Source: an optimization exercise on an open RTL-to-GDS flow (aim: small area and a short achievable clock period). Production flows keep margins and buffers that such runs may drop.
Function was checked by simulation only, so behaviour that the tests miss may differ from the original.
Power and IR drop assume default switching activity.

Setup of run C:
// Main
module Main(
    input clk, reset,
    input [2:0] user_y,
    input [2:0] choice_y,
    input [1:0] mode_y,
    input [7:0] touch_y,
    input [1:0] baDu_y,
    output tub_sel1,
    output tub_sel2,
    output tub_sel3,
    output tub_sel4,
    output tub_sel5,
    output tub_sel6,
    output tub_sel7,
    output tub_sel8,
    output [7:0] tub_control1,
    output [7:0] tub_control2,
    output [7:0] led,
    output [3:0] length_led,
    output t,
    output speaker
    );
export LEC_CHECK = 0
export ABC_AREA = 1
export CAP_MARGIN = 20
export CORE_MARGIN = 2
export CORE_UTILIZATION = 65
export SLEW_MARGIN = 40
export SYNTH_HIERARCHICAL = 1
export SYNTH_MINIMUM_KEEP_SIZE = 0
create_clock -name core_clock -period 45.0 [get_ports {clk}]
standard.sh (not shown) runs the stock make flow with config.mk's settings and CLKGATE_MAP_FILE= SYNTH_SCRIPT=/design/flow/synth_recipe.tcl, a recipe that flattens the netlist after the stock synthesis.
==> flow/flow/run.sh <==
#!/bin/bash
# The standard layout (standard.sh: the ORFS flow), with these changes to
# how the layout is made:
#  - synthesis is the standard synthesis script with a stronger ABC
#    script for the combinational logic (flow/synth.tcl, flow/abc_deep.script);
#    registers are mapped exactly as in the standard synthesis;
#  - ports are buffered with buf_2 cells instead of the delay cells that
#    buffer_ports picks by default;
#  - clock tree synthesis without dummy loads, with clkbuf_8 leaf buffers
#    over clusters of up to 18 sinks.
# make's output goes to synth.log and standard.log; each ORFS step also logs
# under orfs/logs/.
set -o pipefail
export MY_ABC_SCRIPT=$PWD/flow/abc_deep.script
bash standard.sh SYNTH_SCRIPT=$PWD/flow/synth.tcl synth > synth.log 2>&1 || exit 1
bash standard.sh \
  "BUFFER_PORTS_ARGS=-buffer_cell sky130_fd_sc_hd__buf_2" \
  "CTS_ARGS=-sink_clustering_enable -repair_clock_nets -dont_use_dummy_load -sink_clustering_size 18 -sink_clustering_max_diameter 70 -buf_list sky130_fd_sc_hd__clkbuf_8 -root_buf sky130_fd_sc_hd__clkbuf_16" \
  finish > standard.log 2>&1
==> flow/flow/abc_deep.script <==
strash
&get -n
&deepsyn -T 300
&put
dch -f
amap
topo
==> flow/flow/synth.tcl <==
# synth_recipe.tcl (the standard synthesis), with one change: the abc call
# maps the top module's combinational logic with the ABC script named by
# MY_ABC_SCRIPT; the other modules keep ORFS's script.
proc synth {args} { yosys synth -nofsm -noshare {*}$args }
proc abc {args} {
  set i [lsearch -exact $args -script]
  if {$i >= 0 && [info exists ::env(MY_ABC_SCRIPT)]} {
    set deep $args
    lset deep [expr {$i+1}] $::env(MY_ABC_SCRIPT)
    yosys abc {*}$deep $::env(DESIGN_NAME)
    yosys abc {*}$args LedNext
  } else {
    yosys abc {*}$args
  }
}
source $::env(SCRIPTS_DIR)/synth.tcl
# left out here: clear keep_hierarchy, flatten, clean up, hide names made inside functions, write 1_2_yosys.v
Inputs modified between run C and run B:
-- flow/config.mk --
<<< run C, line 11
export CORE_UTILIZATION = 65
export SLEW_MARGIN = 40
export SYNTH_HIERARCHICAL = 1
>>> run B, line 11
export CORE_UTILIZATION = 65
export SLEW_MARGIN = 50
export SYNTH_HIERARCHICAL = 1
==> comparison <==
~same final layout net count in run C and run B
Diff run C -> run B: total power climbed 0.54%, final area climbed about 0.6%, portion of total power attributed to the clock network climbed 0.2 points, fraction of area in clock buffers and inverters barely changed.
Relative to run C, global-route usage increased by 0.16 points in run B.
Run C vs run B, launch point of the worst path: pwm vs len_r[0]
Re worst slack at placement: run C was lower than run B.

* * *

Setup of build 69:
Main, a different RTL version from the one above (not shown whole).
For scale: roughly 470 flip-flops, roughly 58 I/O pins, ~20000 um^2 of cells after synthesis.
clock: 45.0 ns
lec_check: 0
abc_area: 1
cap_margin: 20
core_margin: 2
core_utilization: 50
slew_margin: 40
synth_hierarchical: 1
synth_minimum_keep_size: 0
==> flow/flow/run.sh <==
#!/bin/bash
# The standard layout (standard.sh: the ORFS flow), with these changes to
# how the layout is made:
#  - synthesis is the standard synthesis script with a stronger ABC
#    script for the combinational logic (flow/synth.tcl, flow/abc_deep.script);
#    registers are mapped exactly as in the standard synthesis;
#  - ports are buffered with buf_2 cells instead of the delay cells that
#    buffer_ports picks by default;
#  - clock tree synthesis without dummy loads, with larger sink clusters.
# make's output goes to synth.log and standard.log; each ORFS step also logs
# under orfs/logs/.
set -o pipefail
export MY_ABC_SCRIPT=$PWD/flow/abc_deep.script
bash standard.sh SYNTH_SCRIPT=$PWD/flow/synth.tcl synth > synth.log 2>&1 || exit 1
bash standard.sh \
  "BUFFER_PORTS_ARGS=-buffer_cell sky130_fd_sc_hd__buf_2" \
  "CTS_ARGS=-sink_clustering_enable -repair_clock_nets -dont_use_dummy_load -sink_clustering_size 25 -sink_clustering_max_diameter 100" \
  finish > standard.log 2>&1
Scripts as last shown in full above: flow/flow/abc_deep.script, flow/flow/synth.tcl
Setup changes, build 69 to trial 98
Settings: SLEW_MARGIN changed from 40 to 60.
==> flow/flow/run.sh <==
#!/bin/bash
# The standard layout (standard.sh: the ORFS flow), with these changes to
# how the layout is made:
#  - synthesis is the standard synthesis script with a stronger ABC
#    script for the combinational logic (flow/synth.tcl, flow/abc_deep.script);
#    registers are mapped exactly as in the standard synthesis;
#  - ports are buffered with buf_2 cells instead of the delay cells that
#    buffer_ports picks by default;
#  - clock tree synthesis without dummy loads, with clkbuf_8 leaf buffers
#    over clusters of up to 18 sinks.
# make's output goes to synth.log and standard.log; each ORFS step also logs
# under orfs/logs/.
set -o pipefail
export MY_ABC_SCRIPT=$PWD/flow/abc_deep.script
bash standard.sh SYNTH_SCRIPT=$PWD/flow/synth.tcl synth > synth.log 2>&1 || exit 1
bash standard.sh \
  "BUFFER_PORTS_ARGS=-buffer_cell sky130_fd_sc_hd__buf_2" \
  "CTS_ARGS=-sink_clustering_enable -repair_clock_nets -dont_use_dummy_load -sink_clustering_size 18 -sink_clustering_max_diameter 70 -buf_list sky130_fd_sc_hd__clkbuf_8 -root_buf sky130_fd_sc_hd__clkbuf_16" \
  finish > standard.log 2>&1
[summary]
~same vias per cell in trial 98 and build 69
Trial 98 vs build 69: final hold slack down
Compared with build 69, in trial 98 insertion delay of the later-clocked pin in the worst-skew pair dropped 0.03 ns; global-route usage climbed 0.40 points; overall power of the completed layout dropped 0.0000060 W; clock period minus final worst setup slack dropped 0.18 ns; final cell count without fillers climbed 0.62%.
From build 69 to trial 98 the numbers moved as follows: total stage count of the critical path shows a reduction of 2; leakage power grew by about 0.8%; cell area now larger.
When trial 98 is set beside build 69, its count of buffers not belonging to the clock network in the layout turns out to be 5 larger.

separate check: timing with driven ports:
In the flow no input, the clock included, has a driving cell. The finished layouts below were timed again as built, in two steps.
Step 1, drivers: a clkbuf_16 drives clk and a buf_2 each remaining input, both assumed.
Step 2 times the ports against the registers' clock, not the clock port: input delays grow and output delays shrink by t, the midpoint of the rising clock arrivals with the driver on.
a / b / c = ideal ports / drivers / drivers and shift; a / b = the first two.
run | t (ns) | setup slack, ns | latest minus earliest clock arrival (ns)
run C | 0.585 | 34.891 / 34.833 / 34.433 | 0.035 / 0.035
run B | 0.571 | 34.883 / 34.826 / 34.578 | 0.066 / 0.066
build 69 | 0.599 | 34.700 / 34.715 / 34.116 | 0.035 / 0.034
trial 98 | 0.574 | 34.876 / 34.815 / 34.510 | 0.063 / 0.062
After both steps setup and hold are still met in every run listed. The setup slack of build 69, which loses most, moves by +0.015 ns with the drivers and by -0.584 ns with both steps. The worst setup slack also covers recovery checks on asynchronous resets.
